Context: an optimization exercise on an open-source flow, tuned for small area. The choices shown serve that exercise and are no tape-out recipe. Function was checked by simulation only, so behaviour that the tests miss may differ from the original. The clock port is modelled as an ideal driver; clocking choices that lean on that would not hold on a real chip. Power is estimated from default activity; no workload was simulated.

[design/flow/design.v]
module vga_kbd_top(reset,clk,ps2clk,ps2data,hsync,vsync, Red, Green, Blue);
input reset,clk;
input ps2clk,ps2data;
output hsync,vsync;
output [2:0] Red,Green,Blue;
genvar gi;
reg [1:0] div;
wire ce = div[1] & div[0];
always @(posedge clk or posedge reset)
  if (reset) div <= 2'd0;
  else div <= {div[1] ^ div[0], ~div[0]};
reg [9:0] pc;
reg [8:0] lc;
wire pwrap = pc[9] & pc[8] & pc[5];           
wire lwrap = lc[8] & lc[7] & lc[6] & lc[0];   
wire [9:0] pt;
wire [8:0] lt;
assign pt[0] = 1'b1;
assign lt[0] = 1'b1;
generate
  for (gi = 1; gi < 10; gi = gi + 1) begin : g_pt
    assign pt[gi] = pt[gi-1] & pc[gi-1];
  end
  for (gi = 1; gi < 9; gi = gi + 1) begin : g_lt
    assign lt[gi] = lt[gi-1] & lc[gi-1];
  end
endgenerate
always @(posedge clk or posedge reset)
  if (reset) begin
    pc <= 10'd0;
    lc <= 9'd0;
  end else if (ce) begin
    pc <= pwrap ? 10'd0 : pc ^ pt;
    if (pwrap) lc <= lwrap ? 9'd0 : lc ^ lt;
  end
assign hsync = ~(pc >= 10'd16 && pc <= 10'd111);
assign vsync = (lc == 9'd12 || lc == 9'd13);
wire rise = (lc == 9'd12 && pc == 10'd4);     
reg [3:0] ks;
wire fall = ks[3];
always @(posedge clk or posedge reset)
  if (reset) ks <= 4'd0;
  else if (ce) begin
    if (ps2clk) ks <= (ks[3] | (ks[2] & (ks[1] | ks[0]))) ? 4'd1 : ks[2] ? 4'd4 : ks + 4'd1;
    else        ks <= (ks[2] & ~ks[3]) ? ks + 4'd1 : 4'd0;
  end
reg [3:0] cnt;
reg [8:0] shift;
reg       par;
reg       f0;
wire [7:0] sc = shift[8:1];
wire c10  = cnt[3] & ~cnt[2] & cnt[1];            
wire cpst = cnt[3] & cnt[2];                       
always @(posedge clk or posedge reset)
  if (reset) begin
    cnt <= 4'd0;
    f0  <= 1'b0;
  end else if (ce) begin
    if (cpst) cnt <= cnt + 4'd1;
    else if (fall) begin
      if (c10) begin
        cnt <= 4'd0;
        if (~shift[0] & ps2data & par) begin
          if (f0) begin
            f0  <= 1'b0;
            cnt <= 4'd13;
          end else if (sc == 8'hF0) f0 <= 1'b1;
        end
      end else cnt <= cnt + 4'd1;
    end
  end
wire c_le8 = ~cnt[3] | ~(cnt[2] | cnt[1] | cnt[0]);    
wire c_le9 = ~cnt[3] | ~(cnt[2] | cnt[1]);             
wire c0    = ~(cnt[3] | cnt[2] | cnt[1] | cnt[0]);
always @(posedge clk)
  if (ce & fall & c_le8) shift <= {ps2data, shift[8:1]};
always @(posedge clk)
  if (ce & fall & c_le9) par <= ~c0 & (par ^ ps2data);
wire p1 = cpst & ~cnt[1];             
wire p2 = cpst & cnt[1] & ~cnt[0];    
wire p3 = cpst & cnt[1] & cnt[0];     
reg [1:0] sa;
reg       char_en;
wire k1 = (sc == 8'h16), k2 = (sc == 8'h1e), k3 = (sc == 8'h26), k4 = (sc == 8'h25);
wire dig = ce & p1 & (k1 | k2 | k3 | k4);
always @(posedge clk)
  if (dig) sa <= {k3 | k4, k2 | k4};
always @(posedge clk or posedge reset)
  if (reset) char_en <= 1'b0;
  else if (dig) char_en <= 1'b1;
reg [8:0] top;
reg [9:0] left;
wire vu = p2 & (sc == 8'h75), vd = p2 & (sc == 8'h72);
wire hl = p2 & (sc == 8'h6B), hr = p2 & (sc == 8'h74);
wire [8:0] tx = top ^ {9{vu}};
wire [9:0] lx = left ^ {10{hl}};
wire [8:0] tt;
wire [9:0] ltg;
assign tt[0] = vu | vd;
assign ltg[0] = hl | hr;
generate
  for (gi = 1; gi < 9; gi = gi + 1) begin : g_tt
    assign tt[gi] = tt[gi-1] & tx[gi-1];
  end
  for (gi = 1; gi < 10; gi = gi + 1) begin : g_lg
    assign ltg[gi] = ltg[gi-1] & lx[gi-1];
  end
endgenerate
always @(posedge clk or posedge reset)
  if (reset) begin
    top  <= 9'd216;
    left <= 10'd475;
  end else begin
    top  <= top ^ tt;
    left <= left ^ ltg;
  end
wire       hb = pc[2:0] < left[2:0];
wire [7:0] hc = {1'b0, left[9:3]} + {7'd0, hb};
wire       dh = ({1'b0, pc[9:3]} == hc);
wire [4:0] dl = {1'b0, lc[3:0]} - {1'b0, top[3:0]};
wire [5:0] vc = {1'b0, top[8:4]} + {5'd0, dl[4]};
wire       dv = ({1'b0, lc[8:4]} == vc);
wire disp = dh & dv;
wire [3:0] line = dl[3:0];
reg [7:0] row;
always @* begin
  case ({sa, line})
    6'o00: row = 8'b00011000; 6'o01: row = 8'b00111000; 6'o02: row = 8'b01111000; 6'o03: row = 8'b11011000;
    6'o04: row = 8'b00011000; 6'o05: row = 8'b00011000; 6'o06: row = 8'b00011000; 6'o07: row = 8'b00011000;
    6'o10: row = 8'b00011000; 6'o11: row = 8'b00011000; 6'o12: row = 8'b00011000; 6'o13: row = 8'b00011000;
    6'o14: row = 8'b00011000; 6'o15: row = 8'b00011000; 6'o16: row = 8'b11111111; 6'o17: row = 8'b11111111;
    6'o20: row = 8'b00111100; 6'o21: row = 8'b01111110; 6'o22: row = 8'b11000011; 6'o23: row = 8'b11000011;
    6'o24: row = 8'b00000011; 6'o25: row = 8'b00000011; 6'o26: row = 8'b00000110; 6'o27: row = 8'b00001100;
    6'o30: row = 8'b00011000; 6'o31: row = 8'b00110000; 6'o32: row = 8'b01100000; 6'o33: row = 8'b11000000;
    6'o34: row = 8'b11000000; 6'o35: row = 8'b11000000; 6'o36: row = 8'b11111111; 6'o37: row = 8'b01111111;
    6'o40: row = 8'b11111111; 6'o41: row = 8'b11111111; 6'o42: row = 8'b00000011; 6'o43: row = 8'b00000011;
    6'o44: row = 8'b00000011; 6'o45: row = 8'b00000011; 6'o46: row = 8'b00000011; 6'o47: row = 8'b01111110;
    6'o50: row = 8'b01111110; 6'o51: row = 8'b00000010; 6'o52: row = 8'b00000011; 6'o53: row = 8'b00000011;
    6'o54: row = 8'b00000011; 6'o55: row = 8'b00000011; 6'o56: row = 8'b11111111; 6'o57: row = 8'b11111111;
    6'o60: row = 8'b11000011; 6'o61: row = 8'b11000011; 6'o62: row = 8'b11000011; 6'o63: row = 8'b11000011;
    6'o64: row = 8'b11000011; 6'o65: row = 8'b11000011; 6'o66: row = 8'b11000011; 6'o67: row = 8'b11111111;
    6'o70: row = 8'b11111111; 6'o71: row = 8'b00000011; 6'o72: row = 8'b00000011; 6'o73: row = 8'b00000011;
    6'o74: row = 8'b00000011; 6'o75: row = 8'b00000011; 6'o76: row = 8'b00000011; default: row = 8'b00000011;
  endcase
end
reg [2:0] col;
reg       pbit;
always @(posedge clk)
  if (ce) begin
    if (disp) begin
      pbit <= char_en & row[~col];
      col  <= col + 3'd1;
    end else begin
      pbit <= 1'b0;
      col  <= 3'd0;
    end
  end
reg [2:0] rl, gl, bl;
reg       rdn, gdn, bdn;
wire rk = ce & p3 & (sc == 8'h2d);
wire gk = ce & p3 & (sc == 8'h34);
wire bk = ce & p3 & (sc == 8'h32);
always @(posedge clk or posedge reset)
  if (reset) begin
    rl <= 3'd0; gl <= 3'd0; bl <= 3'd0;
    rdn <= 1'b0; gdn <= 1'b0; bdn <= 1'b0;
  end else begin
    rl <= rl ^ {rk & (rl[1] ^ rdn) & (rl[0] ^ rdn), rk & (rl[0] ^ rdn), rk};
    gl <= gl ^ {gk & (gl[1] ^ gdn) & (gl[0] ^ gdn), gk & (gl[0] ^ gdn), gk};
    bl <= bl ^ {bk & (bl[1] ^ bdn) & (bl[0] ^ bdn), bk & (bl[0] ^ bdn), bk};
    if (rk & (rdn ? (rl == 3'd1) : (rl == 3'd6))) rdn <= ~rdn;
    if (gk & (gdn ? (gl == 3'd1) : (gl == 3'd6))) gdn <= ~gdn;
    if (bk & (bdn ? (bl == 3'd1) : (bl == 3'd6))) bdn <= ~bdn;
  end
reg lit;
always @(posedge clk)
  if (ce) lit <= disp & pbit;
reg [6:0] cv;
reg       fst;
always @(posedge clk or posedge reset)
  if (reset) begin
    cv  <= 7'd0;
    fst <= 1'b0;
  end else if (ce) begin
    if (p2 & (sc == 8'h2b)) fst <= ~fst;
    else if (rise) cv <= cv + 7'd1;
  end
wire on = lit & ~(fst & (cv[6] | (&cv[5:0])));
assign Red   = on ? rl : 3'd0;
assign Green = on ? gl : 3'd0;
assign Blue  = on ? bl : 3'd0;
endmodule
[design/flow/flow/area.abc]
strash
&get -n
&deepsyn -T 200
&put
strash
dch -f
amap
[design/flow/constraint.sdc]
create_clock -name core_clock -period 10.0 [get_ports {clk}]
set_input_delay 2.0000 -clock core_clock [delete_from_list [all_inputs] [get_ports {clk}]]
set_output_delay 2.0000 -clock core_clock [all_outputs]
set_load 0.01 [all_outputs]
[design/flow/config.mk]
export PLATFORM = sky130hd
export DESIGN_NAME = vga_kbd_top
export DESIGN_NICKNAME = vga_kbd_top
export VERILOG_FILES = /design/flow/design.v
export SDC_FILE = /design/flow/constraint.sdc
export NUM_CORES = 4
export LEC_CHECK = 0
export CAP_MARGIN = 20
export CORE_MARGIN = 2
export CORE_UTILIZATION = 40
export PLACE_DENSITY = 0.6
export SLEW_MARGIN = 20
[design/flow/flow/own.cfg]
# clock tree: buffer type, and number of leaf buffers to keep
# (0: as CTS builds them)
OWN_CTS_BUF=sky130_fd_sc_hd__clkbuf_8

OWN_CTS_LEAVES=0
[design/flow/standard.sh]
#!/bin/bash
# synth_recipe.tcl (not shown) runs the flow's synth.tcl, then flattens the netlist and writes it again
# the make line also repeats each setting of config.mk as NAME=value (left out here)
make -C /OpenROAD-flow-scripts/flow DESIGN_CONFIG=/design/flow/config.mk WORK_HOME=/design/flow/orfs CLKGATE_MAP_FILE= SYNTH_SCRIPT=/design/flow/synth_recipe.tcl "${@:-finish}"
[design/flow/flow/post_cts.tcl]
# Shrink the clock tree that CTS built: CTS always makes eight leaf buffers,
# more than this design's few flip-flops need. The leaves are merged into
# OWN_CTS_LEAVES groups by position; each group keeps one buffer, moved to the
# centre of its flip-flops. The clock port still drives only the root buffer.
set block [ord::get_db_block]
set nkeep $::env(OWN_CTS_LEAVES)
set clk_net [[$block findBTerm clk] getNet]
set roots {}
foreach it [$clk_net getITerms] { lappend roots [$it getInst] }
proc out_net {inst} {
  foreach o [$inst getITerms] { if {[$o isOutputSignal]} { return [$o getNet] } }
  return {}
}
if {[llength $roots] == 1} {
  set root [lindex $roots 0]
  set rnet [out_net $root]
  set leaves {}
  foreach it [$rnet getITerms] {
    set inst [$it getInst]
    if {$inst ne $root && [string match *clkbuf* [[$inst getMaster] getName]]} { lappend leaves $inst }
  }
  # groups: split by y, then by x
  proc ycoord {i} { return [lindex [$i getLocation] 1] }
  proc xcoord {i} { return [lindex [$i getLocation] 0] }
  set byy [lsort -command {apply {{a b} {expr {[ycoord $a] - [ycoord $b]}}}} $leaves]
  set n [llength $byy]
  if {$nkeep == 1} {
    set groups [list $byy]
  } elseif {$nkeep == 2} {
    set groups [list [lrange $byy 0 [expr {$n/2 - 1}]] [lrange $byy [expr {$n/2}] end]]
  } else {
    set groups {}
    foreach half [list [lrange $byy 0 [expr {$n/2 - 1}]] [lrange $byy [expr {$n/2}] end]] {
      set bx [lsort -command {apply {{a b} {expr {[xcoord $a] - [xcoord $b]}}}} $half]
      set m [llength $bx]
      lappend groups [lrange $bx 0 [expr {$m/2 - 1}]] [lrange $bx [expr {$m/2}] end]
    }
  }
  foreach g $groups {
    if {[llength $g] == 0} { continue }
    set keep [lindex $g 0]
    set knet [out_net $keep]
    foreach inst [lrange $g 1 end] {
      set onet [out_net $inst]
      set sinks {}
      foreach s [$onet getITerms] { if {[$s getInst] ne $inst} { lappend sinks $s } }
      foreach s $sinks { $s disconnect; $s connect $knet }
      odb::dbInst_destroy $inst
      odb::dbNet_destroy $onet
    }
    set sx 0; set sy 0; set k 0
    foreach s [$knet getITerms] {
      set i [$s getInst]
      if {$i eq $keep} { continue }
      set loc [$i getLocation]
      incr sx [lindex $loc 0]; incr sy [lindex $loc 1]; incr k
    }
    if {$k} {
      $keep setPlacementStatus PLACED
      $keep setLocation [expr {$sx / $k}] [expr {$sy / $k}]
    }
    puts "post_cts: leaf [$keep getName] drives $k flip-flops"
  }
  detailed_placement
  check_placement
} else {
  puts "post_cts: clock port drives [llength $roots] cells; tree left as built"
}
[design/flow/flow/synth.tcl]
# synth_recipe.tcl with one change: ABC maps the logic with an area-oriented
# script (flow/area.abc) instead of ORFS's delay-oriented one. Registers are
# mapped before ABC runs, so they are the same as in the standard synthesis.
proc synth {args} { yosys synth -nofsm -noshare {*}$args }
proc abc {args} {
  set i [lsearch -exact $args -script]
  if {$i >= 0} {
    set args [lreplace $args [expr {$i + 1}] [expr {$i + 1}] $::env(OWN_ABC_SCRIPT)]
  }
  yosys abc {*}$args
}
source $::env(SCRIPTS_DIR)/synth.tcl
# left out here: clear keep_hierarchy, flatten, clean up, hide names made inside functions, write 1_2_yosys.v
[design/flow/flow/run.sh]
#!/bin/bash
# Own layout flow: the standard flow (standard.sh) with these changes:
#  - synthesis maps logic with an area-oriented ABC script (flow/area.abc:
#    deepsyn for 200 s, then amap)
#    and leaves adders to ABC instead of fixed half/full-adder cells; the
#    registers are mapped before ABC and are the standard synthesis's;
#  - ports are buffered with the smallest buffer;
#  - the clock tree uses one buffer type, without dummy loads, and
#    flow/post_cts.tcl may merge its leaf buffers (flow/own.cfg).
# The make output goes to own_flow.log; each ORFS step logs to orfs/logs/.
set -euo pipefail
W=$(pwd)
source flow/own.cfg
export OWN_ABC_SCRIPT=$W/flow/area.abc
export OWN_CTS_LEAVES
EXTRA="SYNTH_SCRIPT=$W/flow/synth.tcl ADDER_MAP_FILE= 'BUFFER_PORTS_ARGS=-buffer_cell sky130_fd_sc_hd__buf_1' 'CTS_ARGS=-sink_clustering_enable -repair_clock_nets -buf_list $OWN_CTS_BUF -dont_use_dummy_load'"
if [ "$OWN_CTS_LEAVES" != 0 ]; then EXTRA="$EXTRA POST_CTS_TCL=$W/flow/post_cts.tcl"; fi
# standard.sh's make command, with the settings above added
sed -e "s|SYNTH_SCRIPT=[^ ]*|$EXTRA|" standard.sh > own_standard.sh
grep -q "$W/flow/synth.tcl" own_standard.sh
bash own_standard.sh finish > own_flow.log 2>&1
test -s out/final.def
==> impl_metrics.ini, run 1 <==
[outcome]
status = finished clean

[floorplan]
die_w_um = 111
fp.dieH_um = 111
initial_utilization_pct = 40.5
rows = 39
dieArea_um2 = 12300
core_um2 = 11300
num_io_pins = 15

[sta]
finalMaxSlewViolations = 0
rsz0062_at_grt = no
post-route-period-util_pct = 37.9
finalClockSkew_ps = 27.0
slew_headroom_pct = 40.7
min_period_ps = 3790
setup_viol = 0
hold_viol = 0
clock.fmax_ghz = 0.264
max_slew.worst_pin.slew_ps = 889
tns_ps = 0

[global_route]
grt_pass1_vias = 3641
grt.met3_usage_pct = 3.55
grt_overflow = 0
grtUsageTotal_pct = 16.3
grt_antenna_before_repair = 0
grt_max_degree = 71
met1_usage_pct = 21.2
use_met2_pct = 26.9
grt_pass1_wl_um = 16400
top_usage_layer = met2

[detailed_routing]
drc_errors = 0
drt_iter0_drc = 207
routedWlPerCell_um = 12.8
drt-pass1-iter-count = 4
num_vias = 3872
routed_via_density = 5.31
route.antenna.remaining_nets = 0
drt-total-wl_um = 9320

[finish]
final_area_um2 = 4940
fill_cells = 1140
drive_above_1_share_pct = 4.10
fin_cells = 729
fin_nets = 592
antennaDiodeCount = 0
syn_to_final_growth_pct = 8.28

[synthesis]
synthXorXnorAreaFrac_pct = 0.192
netlist.area_leader.share_pct = 32.3
async_reset_ff_share_pct = 80.5
ys_types = 43
synth_compound_area_share_pct = 21.1
syn-num-nets = 564
netlist_area_um2 = 4560
ys_warn_count = 1
muxShareOfSynthArea_pct = 0
synth_top_area_cell = dfrtp_1
synthAdderAreaFrac_pct = 0
synth.top_cells.by_area = dfrtp_1, edfxtp_1, nor2_1
avgSynthCellArea_um2 = 8.15
ys_seq_area_share_pct = 49.9
synth_top_family_by_area = simple AND/OR/NAND/NOR gates
yosys_register_bits = 87
ys.flop_type = dfrtp_1
synth_edf_count = 17
syn_inst = 560
synth_simple_gate_area_share_pct = 21.7

[critical_path]
critPathMaxFanout = 9
startpoint_type = register
end_kind = output port
path_buf_inv = 2
crit_family = simple AND/OR/NAND/NOR gates
critPathKind = register to output port
critical_path.cell_chain = and3_1 > nand4_1 > clkinv_1 > o21ai_0 > nand2_1 > nor2_1 > buf_1
cpPeakStageDelay_ps = 410
critPathArrivalTime_ps = 1790
crit_required_ps = 8000
critPathSlowestCell = dfrtp_1

[pwr]
p_leak_uw = 0.00186
powerDensity_nw_per_um2 = 123
ir_drop_v = 0.0000679
total_power_uw = 606

[placed_design]
portBuffers = 14
placed_cells = 720
place_area_um2 = 4820
dp_hpwl_um = 7110
routabilityCongestion = 0.828

[clock_tree]
cts.sinks = 87
clkLatencyLatePin_ps = 360
cts.reportedPaths.clkPinSlew_ps = 90
cts_tree = yes

[worst_hold_path]
hp-class = register to register

[job]
cap_violations = 0
[cells in the mapped netlist (2+ instances only)]
master     count
o221ai_1       8
edfxtp_1      17
nor2b_1        3
nand2_1       49
dfstp_2       11
clkinv_1      87
a311oi_1       2
a221oi_1       2
a21oi_1       36
nor4_1         8
o22ai_1       10
a2111oi_0      4
o21a_1         6
nor3b_1        2
nor2_1       117
or2_0          3
nand4_1        3
a211oi_1      10
o31ai_1        3
and2_0         2
or4_1          4
a21o_1         2
a31oi_1        2
dfrtp_1       59
or3_1          3
nor3_1        25
nand3_1        7
o21ai_0       57
a22oi_1        4
[final cells by class]
class,count,area (um^2),share of cell area [%]
Tap cell,143,179,3.62
Timing Repair Buffer,17,75.1,1.52
Multi-Input combinational cell,386,1960,39.7
Inverter,87,327,6.61
Sequential cell,87,2280,46.1
Clock buffer,9,124,2.51
[cell usage in the layout (no fill, tap or decap), types with 4 or more instances in the layout]
master,netlist,routed
dfstp_2,11,11
nor4_1,8,8
nand2_1,49,49
or4_1,4,4
o221ai_1,8,8
edfxtp_1,17,17
clkbuf_8,0,9
dfrtp_1,59,59
o21ai_0,57,57
nor2_1,117,117
a22oi_1,4,4
o21a_1,6,6
o22ai_1,10,10
clkinv_1,87,86
a211oi_1,10,10
nand3_1,7,7
a21oi_1,36,36
buf_1,0,14
a2111oi_0,4,4
nor3_1,25,25
[per-layer routing]
layer	share of wire [%]	vias to the layer above	routed length, um
li1	-	2029	-
met1	48	1788	4510
met2	46	45	4330
met3	3.6	10	332
met4	1.6	0	148
met5	0	-	0
[where the power goes]
part	internal [uW]	switching [uW]	total, uW
Clock	80.7	112	193
Sequential	371	7.97	379
Combinational	11.8	22.7	34.5
Total	463	143	606
[worst paths after layout]
path                            startpoint     end  slack (ps)  cells after the start
worst max-delay path                 cv[4]  Red[2]        6210                      7
worst min-delay path                 cv[6]   cv[6]         460                      1
worst max register to register     left[3]  col[2]        6800                     11
worst min register to register       cv[6]   cv[6]         460                      1
max in group asynchronous            reset  top[2]        7530                      3
min in group asynchronous            reset   rl[2]        1860                      3
[through the flow]
| step | hold WS [ps] | util, % | setup WS, ps |
|---|---|---|---|
| 2_1_floorplan | 434 | - | 6800 |
| 3_3_place_gp | 446 | 42.7 | 6610 |
| 3_5_place_dp | 457 | 42.7 | 6600 |
| 5_1_grt | 487 | 43.8 | 6050 |
| 6_report | 465 | 43.8 | 6210 |
[registers in the layout (all words and copies together) (netlist names)]
name,flops
bdn,1
bl,3
char_en,1
cnt,4
col,3
cv,7
div,2
f0,1
fst,1
gdn,1
gl,3
ks,4
lc,9
left,10
lit,1
par,1
pbit,1
pc,10
rdn,1
rl,3
sa,2
shift,9
top,9
[cells by family after synthesis]
group,after synthesis
and+or+nand+nor,229
buffers and inverters,87
xor gates and xnor gates,1
AOI/OAI and AO/OA,156
DFF,87
==> inputs of run 2 (changes only) <==
--- a/design/flow/design.v
+++ b/design/flow/design.v
@@ -90,4 +90,6 @@
   else if (dig) char_en <= 1'b1;
-reg [8:0] top;
-reg [9:0] left;
+reg [8:0] topx;
+reg [9:0] leftx;
+wire [8:0] top  = topx ^ 9'd216;
+wire [9:0] left = leftx ^ 10'd475;
 wire vu = p2 & (sc == 8'h75), vd = p2 & (sc == 8'h72);
@@ -110,7 +112,7 @@
   if (reset) begin
-    top  <= 9'd216;
-    left <= 10'd475;
+    topx  <= 9'd0;
+    leftx <= 10'd0;
   end else begin
-    top  <= top ^ tt;
-    left <= left ^ ltg;
+    topx  <= topx ^ tt;
+    leftx <= leftx ^ ltg;
   end
==> design/flow/flow/run.sh (replaced) <==
#!/bin/bash
# Own layout flow: the standard flow (standard.sh) with these changes:
#  - synthesis maps logic with an area-oriented ABC script (flow/area.abc:
#    deepsyn for 300 s, then amap)
#    and leaves adders to ABC instead of fixed half/full-adder cells; the
#    registers are mapped before ABC and are the standard synthesis's;
#  - ports are buffered with the smallest buffer;
#  - the clock tree uses one buffer type (flow/own.cfg), without dummy loads.
# The make output goes to own_flow.log; each ORFS step logs to orfs/logs/.
set -euo pipefail
W=$(pwd)
source flow/own.cfg
export OWN_ABC_SCRIPT=$W/flow/area.abc
EXTRA="SYNTH_SCRIPT=$W/flow/synth.tcl ADDER_MAP_FILE= 'BUFFER_PORTS_ARGS=-buffer_cell sky130_fd_sc_hd__buf_1' 'CTS_ARGS=-sink_clustering_enable -repair_clock_nets -buf_list $OWN_CTS_BUF -dont_use_dummy_load'"
# standard.sh's make command, with the settings above added
sed -e "s|SYNTH_SCRIPT=[^ ]*|$EXTRA|" standard.sh > own_standard.sh
grep -q "$W/flow/synth.tcl" own_standard.sh
bash own_standard.sh finish > own_flow.log 2>&1
test -s out/final.def
==> design/flow/flow/area.abc (replaced) <==
strash
&get -n
&deepsyn -T 300
&put
strash
dch -f
amap
==> design/flow/flow/own.cfg (replaced) <==
# clock tree buffer
OWN_CTS_BUF=sky130_fd_sc_hd__clkbuf_8
removed: design/flow/flow/post_cts.tcl
==> run 2 against run 1 <==
  * Largest cell class unchanged
  * Sequential power is 4% lower
  * Core utilization is 0.77 points higher
  * Die area is 1.5% lower
  * Synthesized area is 1.6% lower
  * Flip-flop and latch count stayed put
==> impl_metrics.ini, run 2 <==
[synthesis]
syn_inst = 550
async_reset_ff_share_pct = 80.5
ys_types = 36
ys_seq_area_share_pct = 50.4
synth_top_area_cell = dfrtp_1
ys.flop_type = dfrtp_1
syn-num-nets = 554
synth.top_cells.by_area = dfrtp_1, edfxtp_1, nor2_1
synthTopCellsByCount = nor2_1, clkinv_1, dfrtp_1
netlist_area_um2 = 4490
ys_warn_count = 1
synth_most_common_cell = nor2_1
yosys_register_bits = 87
avgSynthCellArea_um2 = 8.17
netlist.area_leader.share_pct = 39.0
synth_edf_count = 17

[finish]
finish.utilization_pct = 44.6
final_area_um2 = 4860
top_regs = leftx (10), pc (10)
drive_above_1_share_pct = 2.09
fin_cells = 714
final_common_cell = nor2_1
syn_to_final_growth_pct = 8.13
multiInputGateArea_um2 = 1930
fin_nets = 580
antennaDiodeCount = 0
regArea_um2 = 2260
fill_cells = 1066
layout_common_cells = nor2_1, clkinv_1, dfrtp_1, o21ai_0, nand2_1

[pwr]
total_power_uw = 561
ir_drop_v = 0.0000630
powerDensity_nw_per_um2 = 115
p_leak_uw = 0.00183

[global_route]
grt_overflow = 0
grt_max_degree = 71
grt_antenna_before_repair = 0
grtUsageTotal_pct = 16.9
grt_pass1_wl_um = 16000
grt_pass1_vias = 3614

[sta]
setup_viol = 0
finalMaxSlewViolations = 0
max_slew.worst_pin.slew_ps = 950
hold_viol = 0
rsz0062_at_grt = no
tns_ps = 0
post-route-period-util_pct = 40.4
finalClockSkew_ps = 24.2
min_period_ps = 4040
slew_headroom_pct = 36.1
clock.fmax_ghz = 0.247

[floorplan]
initial_utilization_pct = 41.3
dieArea_um2 = 12100
core_um2 = 10900
die_w_um = 110
fp.dieH_um = 110
rows = 38
num_io_pins = 15

[critical_path]
startpoint_type = register
critPathArrivalTime_ps = 2040
end_kind = output port
critPathMaxFanout = 9
critPathKind = register to output port
crit_required_ps = 8000

[placed_design]
dp_hpwl_um = 7130
place_area_um2 = 4730
placed_cells = 705
routabilityCongestion = 0.942
portBuffers = 14

[clock_tree]
cts.reportedPaths.clkPinSlew_ps = 90
cts_hold_buf = 0
htreeDepth = 3
ctsLongestPathBuffers = 2
cts_resized = 0
cts.sinks = 87
numCtsBuffers = 9
post_cts_buffers = 0
cts_tree = yes
clkLatencyLatePin_ps = 350
cts-root-buf = clkbuf_8

[worst_hold_path]
hp-class = register to register

[outcome]
status = finished clean

[detailed_routing]
drt-pass1-iter-count = 5
drt-total-wl_um = 9380
drc_errors = 0
num_vias = 3853
routed_via_density = 5.40
drt_iter0_drc = 149
route.antenna.remaining_nets = 0
routedWlPerCell_um = 13.1

[job]
cap_violations = 0
-- run 2: worst paths after layout --
| check | start | endpoint | slack [ps] | depth (start not counted) |
|---|---|---|---|---|
| worst max register to register | pc[5] | lc[8] | 6570 | 14 |
| max in group asynchronous | reset | div[1] | 7520 | 3 |
| worst min-delay path | f0 | f0 | 470 | 1 |
| worst min register to register | f0 | f0 | 470 | 1 |
| worst max-delay path | cv[3] | Blue[1] | 5960 | 6 |
| min in group asynchronous | reset | cv[6] | 1880 | 3 |
-- run 2: through the flow --
stage	worst slack [ps]	hold WS [ps]
2_1_floorplan	6650	435
3_3_place_gp	6390	451
3_5_place_dp	6330	457
4_1_cts	5920	473
5_1_grt	5660	490
6_report	5960	470
-- run 2: logic make-up after synthesis --
| logic type | share of synthesized area (%) |
|---|---|
| AO/OA/AOI/OAI | 21.1 |
| AND/OR/NAND/NOR | 21.6 |
| flip-flops | 50.4 |
| buffers and inverters | 6.85 |
-- run 2: per-layer routing --
metal  GRT usage [%]  wire length (um)  share of wire, %  vias to the layer above
met3            2.65               353               3.8                       10
met4            6.87               152               1.6                        0
met5               0                 0                 0                        -
met2            27.2              4330                46                       65
li1                -                 -                 -                     1989
met1            22.9              4540                48                     1789
-- run 2: final cells by class --
type | instances | share of cell area [%]
Sequential cell | 87 | 46.6
Multi-Input combinational cell | 381 | 39.7
Timing Repair Buffer | 15 | 1.24
Clock buffer | 9 | 2.55
Inverter | 82 | 6.34
Tap cell | 140 | 3.61
-- run 2: where the power goes --
part	switching, uW	internal (uW)	total, uW	leakage [uW]
registers	1.39	362	364	0.00111
clock network	106	80.6	186	0.0000647
logic	8.20	2.55	10.7	0.000661
total	115	445	561	0.00183
-- run 2: worst max-delay path, cell delays in order, from the launching register on --
cell and delay (ps):
dfrtp_1 340, clkinv_1 90, nor3_1 190, a31oi_1 110, o21ai_0 710, nor2_1 80
buf_1 170
==> inputs of run 3 (changes only) <==
--- a/design/flow/flow/run.sh
+++ b/design/flow/flow/run.sh
@@ -3,4 +3,4 @@
 #  - synthesis maps logic with an area-oriented ABC script (flow/area.abc:
-#    deepsyn for 300 s, then amap)
-#    and leaves adders to ABC instead of fixed half/full-adder cells; the
+#    deepsyn for 150 s, then amap), once per seed in flow/own.cfg, keeping
+#    the smallest result, and leaves adders to ABC instead of fixed half/full-adder cells; the
 #    registers are mapped before ABC and are the standard synthesis's;
@@ -13,2 +13,4 @@
 export OWN_ABC_SCRIPT=$W/flow/area.abc
+export OWN_ABC_SEEDS
+export OWN_WORK=$W
 EXTRA="SYNTH_SCRIPT=$W/flow/synth.tcl ADDER_MAP_FILE= 'BUFFER_PORTS_ARGS=-buffer_cell sky130_fd_sc_hd__buf_1' 'CTS_ARGS=-sink_clustering_enable -repair_clock_nets -buf_list $OWN_CTS_BUF -dont_use_dummy_load'"
==> design/flow/flow/area.abc (replaced) <==
strash
&get -n
&deepsyn -T 150 -S @SEED@
&put
strash
dch -f
amap
==> design/flow/flow/own.cfg (replaced) <==
# clock tree buffer
OWN_CTS_BUF=sky130_fd_sc_hd__clkbuf_8
# random seeds for the ABC runs (the smallest result is kept)
OWN_ABC_SEEDS="0 1 2"
==> design/flow/flow/synth.tcl (replaced) <==
# synth_recipe.tcl with one change: ABC maps the logic with an area-oriented
# script (flow/area.abc) instead of ORFS's delay-oriented one, once for each
# random seed in OWN_ABC_SEEDS; the smallest result is kept. Registers are
# mapped before ABC runs, so they are the same as in the standard synthesis.
proc synth {args} { yosys synth -nofsm -noshare {*}$args }
proc own_area {lib} {
  yosys tee -q -o $::env(OWN_WORK)/own_abc_stat.txt stat -liberty $lib
  set f [open $::env(OWN_WORK)/own_abc_stat.txt r]
  set t [read $f]
  close $f
  if {[regexp {Chip area for module [^:]*: *([0-9.eE+]+)} $t -> a]} { return $a }
  return 1e18
}
proc abc {args} {
  set i [lsearch -exact $args -script]
  set lib [lindex $args [expr {[lsearch -exact $args -liberty] + 1}]]
  set f [open $::env(OWN_ABC_SCRIPT) r]
  set text [read $f]
  close $f
  yosys design -save own_pre_abc
  set best {}
  set best_area 1e18
  foreach seed $::env(OWN_ABC_SEEDS) {
    yosys design -load own_pre_abc
    set script $::env(OWN_WORK)/own_abc_$seed.script
    set g [open $script w]
    puts -nonewline $g [string map [list @SEED@ $seed] $text]
    close $g
    yosys abc {*}[lreplace $args [expr {$i + 1}] [expr {$i + 1}] $script]
    set a [own_area $lib]
    puts "own_abc: seed $seed area $a"
    if {$a < $best_area} {
      set best_area $a
      set best $seed
      yosys design -save own_best_abc
    }
  }
  puts "own_abc: kept seed $best area $best_area"
  yosys design -load own_best_abc
}
source $::env(SCRIPTS_DIR)/synth.tcl
# left out here: clear keep_hierarchy, flatten, clean up, hide names made inside functions, write 1_2_yosys.v
==> run 3 against run 2 <==
  * Critical endpoint unchanged
  * Register-to-register slack about the same
  * Synthesized cell count unchanged
  * Cell count unchanged
  * Critical path type unchanged
  * Highest routed layer unchanged
  * Via count unchanged
==> impl_metrics.ini, run 3 <==
[outcome]
status = finished clean

[floorplan]
initial_utilization_pct = 41.3
num_io_pins = 15
die_w_um = 110
dieArea_um2 = 12100
fp.dieH_um = 110
rows = 38
core_um2 = 10900

[clock_tree]
cts_resized = 0
cts-root-buf = clkbuf_8
post_cts_buffers = 0
htreeDepth = 3
numCtsBuffers = 9
cts.sinks = 87
clkLatencyLatePin_ps = 350
cts.reportedPaths.clkPinSlew_ps = 90
cts_tree = yes
cts_hold_buf = 0
ctsLongestPathBuffers = 2

[global_route]
grt_pass1_vias = 3614
grt_pass1_wl_um = 16000
grt_max_degree = 71
grt_overflow = 0
grtUsageTotal_pct = 16.9
grt_antenna_before_repair = 0

[finish]
final_common_cell = nor2_1
layout_common_cells = nor2_1, clkinv_1, dfrtp_1, o21ai_0, nand2_1
top_regs = leftx (10), pc (10)
syn_to_final_growth_pct = 8.13
fin_nets = 580
drive_above_1_share_pct = 2.09
fill_cells = 1066
antennaDiodeCount = 0
finish.utilization_pct = 44.6
fin_cells = 714

[detailed_routing]
drt-total-wl_um = 9380
routedWlPerCell_um = 13.1
num_vias = 3853
drt_iter0_drc = 149
routed_via_density = 5.40
drt-pass1-iter-count = 5
drc_errors = 0
route.antenna.remaining_nets = 0

[pwr]
p_sw_uw = 115
pwr-share-clk_pct = 33.2
ir_drop_v = 0.0000630
p_leak_uw = 0.00183
pwr-share-comb_pct = 1.9
switching_share_pct = 20.5
powerDensity_nw_per_um2 = 115
intPower_uw = 445
sequentialPowerShare_pct = 64.9

[critical_path]
critPathKind = register to output port
crit_required_ps = 8000
cpPeakStageDelay_ps = 710
cp_num_cells = 6
startpoint_type = register
critPathArrivalTime_ps = 2040
critPathMaxFanout = 9
crit_family = compound AO/OA/AOI/OAI gates
r2r_slack_ps = 6570
timing.rr.end = lc[8]
critPathCapture = Blue[1]
path_buf_inv = 2
critical_path.cell_chain = clkinv_1 > nor3_1 > a31oi_1 > o21ai_0 > nor2_1 > buf_1
critPathSlowestCell = o21ai_0
reg2reg_from = pc[5]
end_kind = output port
crit_start = cv[3]
reg2reg_depth = 14

[job]
cap_violations = 0

[placed_design]
portBuffers = 14
routabilityCongestion = 0.942
placed_cells = 705
dp_hpwl_um = 7130

[sta]
setup_viol = 0
max_slew.worst_pin.slew_ps = 950
slew_headroom_pct = 36.1
hold-worst-slack_ps = 470
rsz0062_at_grt = no
tns_ps = 0
min_period_ps = 4040
clock.fmax_ghz = 0.247
finalClockSkew_ps = 24.2
post-route-period-util_pct = 40.4
hold_viol = 0
finalMaxSlewViolations = 0

[synthesis]
synth_edf_count = 17
syn-num-nets = 554
syn_inst = 550
synth_top_area_cell = dfrtp_1
synth_most_common_cell = nor2_1
netlist_area_um2 = 4490
ys_types = 36
ys.flop_type = dfrtp_1
yosys_register_bits = 87
ys_seq_area_share_pct = 50.4
avgSynthCellArea_um2 = 8.17
ys_warn_count = 1
netlist.area_leader.share_pct = 39.0
synth.top_cells.by_area = dfrtp_1, edfxtp_1, nor2_1
async_reset_ff_share_pct = 80.5
synthTopCellsByCount = nor2_1, clkinv_1, dfrtp_1

[worst_hold_path]
hp-class = register to register
==> run 3: cell counts after synthesis <==
No cell type changed its count.
==> run 3: worst reg2reg max path, cell delays in order, from the launching register on <==
cell      delay [ps]
dfrtp_1          420
clkinv_1         150
nor4_1           840
clkinv_1         450
nor2_1           250
clkinv_1         140
nor2_1           170
nand2_1          110
nor2_1           170
nand2_1          110
nor2_1           170
nand2_1          110
nor2_1           140
nor2_1            60
nor2_1            90
==> run 3: worst min path at each step <==
stage	start	endpoint	cells after the start
floorplan	char_en	char_en	1
global placement	char_en	char_en	1
detailed placement	div[0]	div[0]	1
CTS	f0	f0	1
global route	f0	f0	1
finish	f0	f0	1
==> run 3: kinds of logic after synthesis <==
logic type             Yosys count  synth area share, %
AOI/OAI and AO/OA              153                 21.1
buffers and inverters           82                 6.85
DFF                             87                 50.4
and+or+nand+nor                228                 21.6
==> run 3: per-layer routing <==
layer	part of all wire [%]	wire (um)	track usage, %	vias up
li1	-	-	-	1989
met3	3.8	353	2.65	10
met4	1.6	152	6.87	0
met2	46	4330	27.2	65
met1	48	4540	22.9	1789
met5	0	0	0	-
==> run 3: power by group through the flow <==
| stage | combinational, uW | sequential (uW) | clock [uW] |
|---|---|---|---|
| 2_1_floorplan | 7.81 | 370 | 0 |
| 3_3_place_gp | 11.1 | 371 | 0 |
| 3_5_place_dp | 11.5 | 371 | 0 |
| 5_1_grt | 13.0 | 364 | 206 |
| 6_report | 10.7 | 364 | 186 |
| 4_1_cts | 11.5 | 363 | 194 |
==> run 3: layout make-up <==
type / count / area [um^2] / share of cell area (%)
clock buffers: 9 / 124 / 2.55
inverters: 82 / 308 / 6.34
multi-input cells: 381 / 1930 / 39.7
flip-flops and latches: 87 / 2260 / 46.6
well taps: 140 / 175 / 3.61
repair buffers: 15 / 60.1 / 1.24
==> run 3: stage by stage <==
step	power, uW	setup slack [ps]	area, um^2
after floorplan	378	6650	4490
final	561	5960	4860
after detailed placement	382	6330	4730
after CTS	569	5920	4850
after global routing	583	5660	4860
after global placement	382	6390	4730
==> inputs of run 4 (changes only) <==
==> design/flow/flow/run.sh (replaced) <==
#!/bin/bash
# Own layout flow: the standard flow (standard.sh) with these changes:
#  - synthesis maps logic with an area-oriented ABC script (flow/area.abc:
#    deepsyn for up to 150 s, then amap), once per seed in flow/own.cfg, keeping
#    the smallest result, and leaves adders to ABC instead of fixed half/full-adder cells; the
#    registers are mapped before ABC and are the standard synthesis's;
#  - ports are buffered with the smallest buffer;
#  - the clock tree uses one buffer type (flow/own.cfg), without dummy loads;
#    then flow/post_cts.tcl downsizes the root buffer and the leaf buffers
#    whose flip-flops keep a small clock slew.
# The make output goes to own_flow.log; each ORFS step logs to orfs/logs/.
set -euo pipefail
W=$(pwd)
source flow/own.cfg
export OWN_ABC_SCRIPT=$W/flow/area.abc
export OWN_ABC_SEEDS
export OWN_WORK=$W
export OWN_CTS_ROOT_CELL OWN_CTS_LEAF_SMALL_CELL OWN_CTS_SLEW_PS
EXTRA="SYNTH_SCRIPT=$W/flow/synth.tcl ADDER_MAP_FILE= 'BUFFER_PORTS_ARGS=-buffer_cell sky130_fd_sc_hd__buf_1' 'CTS_ARGS=-sink_clustering_enable -repair_clock_nets -buf_list $OWN_CTS_BUF -dont_use_dummy_load' POST_CTS_TCL=$W/flow/post_cts.tcl"
# standard.sh's make command, with the settings above added
sed -e "s|SYNTH_SCRIPT=[^ ]*|$EXTRA|" standard.sh > own_standard.sh
grep -q "$W/flow/synth.tcl" own_standard.sh
bash own_standard.sh finish > own_flow.log 2>&1
test -s out/final.def
==> design/flow/flow/own.cfg (replaced) <==
# clock tree buffer
OWN_CTS_BUF=sky130_fd_sc_hd__clkbuf_8
# after CTS (flow/post_cts.tcl): root buffer cell, smaller leaf cell to try,
# and the estimated clock-pin slew (ps) a smaller leaf must stay under
OWN_CTS_ROOT_CELL=sky130_fd_sc_hd__clkbuf_2
OWN_CTS_LEAF_SMALL_CELL=sky130_fd_sc_hd__clkbuf_4
OWN_CTS_SLEW_PS=110
# random seeds for the ABC runs (the smallest result is kept)
OWN_ABC_SEEDS="0 1 2 3 4"
==> design/flow/flow/post_cts.tcl (new file) <==
set block [ord::get_db_block]
set db [ord::get_db]
set clk_net [[$block findBTerm clk] getNet]
set roots {}
foreach it [$clk_net getITerms] { lappend roots [$it getInst] }
proc own_out_net {inst} {
  foreach o [$inst getITerms] { if {[$o isOutputSignal]} { return [$o getNet] } }
  return {}
}
proc own_max_slew_ps {net} {
  set mx 0
  foreach it [$net getITerms] {
    if {![$it isInputSignal]} { continue }
    set name "[[$it getInst] getName]/[[$it getMTerm] getName]"
    set p [get_pins $name]
    foreach edge {rise fall} {
      foreach an {min max} {
        set s [get_property $p slew_${an}_$edge]
        set mx [expr {max($mx, [sta::time_ui_sta $s] * 1e12)}]
      }
    }
  }
  return $mx
}
if {[llength $roots] == 1} {
  set root [lindex $roots 0]
  set rmaster [$root getMaster]
  set rnet [own_out_net $root]
  $root swapMaster [$db findMaster $::env(OWN_CTS_ROOT_CELL)]
  estimate_parasitics -placement
  set worst 0
  foreach it [$rnet getITerms] {
    set inst [$it getInst]
    if {$inst eq $root} { continue }
    set worst [expr {max($worst, [own_max_slew_ps [own_out_net $inst]])}]
  }
  if {$worst > $::env(OWN_CTS_SLEW_PS)} {
    $root swapMaster $rmaster
    estimate_parasitics -placement
  }
  puts "post_cts: root [$root getName] is [[$root getMaster] getName] (worst slew [format %.1f $worst] ps)"
  foreach it [$rnet getITerms] {
    set inst [$it getInst]
    if {$inst eq $root} { continue }
    set old [$inst getMaster]
    $inst swapMaster [$db findMaster $::env(OWN_CTS_LEAF_SMALL_CELL)]
    estimate_parasitics -placement
    set s [own_max_slew_ps [own_out_net $inst]]
    if {$s > $::env(OWN_CTS_SLEW_PS)} {
      $inst swapMaster $old
      estimate_parasitics -placement
    }
    puts "post_cts: leaf [$inst getName] is [[$inst getMaster] getName] (slew as small cell [format %.1f $s] ps)"
  }
}
==> run 4 against run 3 <==
  * Still clean
  * Worst setup slack got worse by 160 ps
  * Critical endpoint unchanged
  * Maximum frequency decreased by 3.8%
  * Combinational power about the same
  * Via count about the same
  * Count of clock-buffer cells in the layout unchanged
  * Register-to-register slack got worse by 50 ps
  * Total power decreased by 3.3%
  * Critical path depth unchanged
  * Synthesized area unchanged
  * Clock skew increased by 12 ps
  * Core utilization decreased by 0.17 points
==> impl_metrics.ini, run 4 <==
[critical_path]
crit_family = compound AO/OA/AOI/OAI gates
cp_num_cells = 6
startpoint_type = register
critPathKind = register to output port
critPathSlowestCell = o21ai_0
critPathMaxFanout = 9
r2r_slack_ps = 6520
cpPeakStageDelay_ps = 710
timing.rr.end = lc[8]
critical_path.cell_chain = clkinv_1 > nor3_1 > a31oi_1 > o21ai_0 > nor2_1 > buf_1
crit_start = cv[3]
path_buf_inv = 2
reg2reg_depth = 14
end_kind = output port
crit_required_ps = 8000
critPathCapture = Blue[1]
critPathArrivalTime_ps = 2200
reg2reg_from = pc[5]

[floorplan]
rows = 38
core_um2 = 10900
fp.dieH_um = 110
initial_utilization_pct = 41.3
die_w_um = 110
dieArea_um2 = 12100
num_io_pins = 15

[detailed_routing]
route.antenna.remaining_nets = 0
routedWlPerCell_um = 13.2
wl_met3_um = 281
wl_met1_um = 4630
drt-pass1-iter-count = 5
drt-total-wl_um = 9440
top_layer_used = met4
drt_iter0_drc = 199
num_vias = 3850
wl_met2_um = 4390
drc_errors = 0
routed_via_density = 5.38

[clock_tree]
cts.sinks = 87
cts_tree = yes
cts.reportedPaths.clkPinSlew_ps = 90
clkLatencyLatePin_ps = 530

[pwr]
intPower_uw = 429
powerDensity_nw_per_um2 = 112
switching_share_pct = 20.9
sequentialPowerShare_pct = 67.0
ir_drop_v = 0.0000619
p_leak_uw = 0.00182
pwr-share-comb_pct = 2.0
p_sw_uw = 113
total_power_uw = 542
pwr-share-clk_pct = 31.0

[sta]
clock.fmax_ghz = 0.238
finalMaxSlewViolations = 0
min_period_ps = 4200
rsz0062_at_grt = no
finalClockSkew_ps = 36.1
max_slew.worst_pin.slew_ps = 954
tns_ps = 0
post-route-period-util_pct = 42.0
setup_viol = 0
hold_viol = 0
slew_headroom_pct = 35.8
hold-worst-slack_ps = 471

[synthesis]
netlist_area_um2 = 4490
synth_edf_count = 17
synth_most_common_cell = nor2_1
synthTopCellsByCount = nor2_1, clkinv_1, dfrtp_1
avgSynthCellArea_um2 = 8.17
synth.top_cells.by_area = dfrtp_1, edfxtp_1, nor2_1
yosys_register_bits = 87
ys_seq_area_share_pct = 50.4
syn_inst = 550
ys_types = 36
netlist.area_leader.share_pct = 39.0
async_reset_ff_share_pct = 80.5
synth_top_area_cell = dfrtp_1
ys_warn_count = 1
ys.flop_type = dfrtp_1
syn-num-nets = 554

[worst_hold_path]
hp-class = register to register

[placed_design]
portBuffers = 14
dp_hpwl_um = 7130
routabilityCongestion = 0.942

[global_route]
grt_pass1_wl_um = 16000
grtUsageTotal_pct = 16.9
grt_antenna_before_repair = 1
grt_pass1_vias = 3611
grt_max_degree = 71
grt_overflow = 0

[outcome]
status = finished clean

[job]
cap_violations = 0

[finish]
fin_nets = 580
drive_above_1_share_pct = 2.09
layout_common_cells = nor2_1, clkinv_1, dfrtp_1, o21ai_0, nand2_1
finish.utilization_pct = 44.4
top_regs = leftx (10), pc (10)
final_common_cell = nor2_1
syn_to_final_growth_pct = 7.72
fill_cells = 1074
[run 4: cell types whose count changed in the layout (fill, tap and decap cells not counted)]
cell,previous run,this run
clkbuf_4,0,2
clkbuf_8,9,6
diode_2,0,1
clkbuf_2,0,1
[run 4: worst min-delay path by stage]
| stage | startpoint | end | cells after the start |
|---|---|---|---|
| after floorplan | char_en | char_en | 1 |
| after global routing | f0 | f0 | 1 |
| final | f0 | f0 | 1 |
| after global placement | char_en | char_en | 1 |
| after detailed placement | div[0] | div[0] | 1 |
[run 4: cell families after synthesis]
| group | after synthesis | synth area share, % |
|---|---|---|
| AND/OR/NAND/NOR | 228 | 21.6 |
| AO/OA/AOI/OAI | 153 | 21.1 |
| flip-flops | 87 | 50.4 |
| buffers and inverters | 82 | 6.85 |
[run 4: worst reg2reg max path: cells and delay by family (launching register included)]
kind | cells | cell delay (ps)
and+or+nand+nor | 11 | 2240
buffers and inverters | 3 | 740
DFF | 1 | 430
[run 4: area by class of cell]
type,instances,area [um^2],share of cell area [%]
diodes,1,2.50,0.0517
well taps,140,175,3.62
clock buffers,9,103,2.12
repair buffers,15,60.1,1.24
multi-input cells,381,1930,39.9
flip-flops and latches,87,2260,46.8
inverters,82,308,6.36
[run 4: metrics by stage]
| step | setup slack [ps] | instance area [um^2] | cells |
|---|---|---|---|
| floorplan | 6650 | 4490 | 550 |
| global placement | 6390 | 4730 | 705 |
| detailed placement | 6330 | 4730 | 705 |
| global route | 5480 | 4840 | 715 |
| finish | 5800 | 4840 | 715 |
[run 4: routing by layer]
layer	vias up	track usage, %
met5	-	0
met4	0	5.79
met3	9	3.17
met1	1801	22.9
met2	45	27.2
li1	1995	-
[run 4: power groups by stage]
stage / Combinational [uW] / Clock [uW] / Sequential [uW]
global route: 13.0 / 188 / 364
finish: 10.8 / 168 / 363
detailed placement: 11.5 / 0 / 371
global placement: 11.1 / 0 / 371
floorplan: 7.81 / 0 / 370

==> afterwards: timing with drivers on the ports <==
The flow's constraints put no driver on any port. The routed layouts listed below were extracted and timed again, unchanged, in two steps.
Step 1 sets driving cells, clkbuf_16 on the clock port and buf_2 on the other inputs (assumed; they add their load-dependent delay and slew).
Step 2 adds t to the input delays and takes it off the output delays; t is the mean of the earliest and latest rising clock arrival at the registers after step 1. Input paths then give back, and output paths get back, about the clock's delay inside the block.
Three values: ideal, step 1, step 2; two values: the first two.
| run | shift t [ns] | slack for setup (ns) | worst hold slack (ns) | worst setup path at the end | worst slew at a driven data input, ns |
|---|---|---|---|---|---|
| run 1 | 0.384 | 6.207 / 6.174 / 6.558 | 0.465 / 0.465 / 0.465 | register to output | 0.03 |
| run 2 | 0.375 | 5.957 / 5.923 / 6.298 | 0.470 / 0.470 / 0.470 | register to output | 0.03 |
| run 3 | 0.375 | 5.957 / 5.923 / 6.298 | 0.470 / 0.470 / 0.470 | register to output | 0.03 |
| run 4 | 0.549 | 5.797 / 5.761 / 6.310 | 0.471 / 0.471 / 0.471 | register to output | 0.03 |
After both steps setup and hold are still met in every run listed.
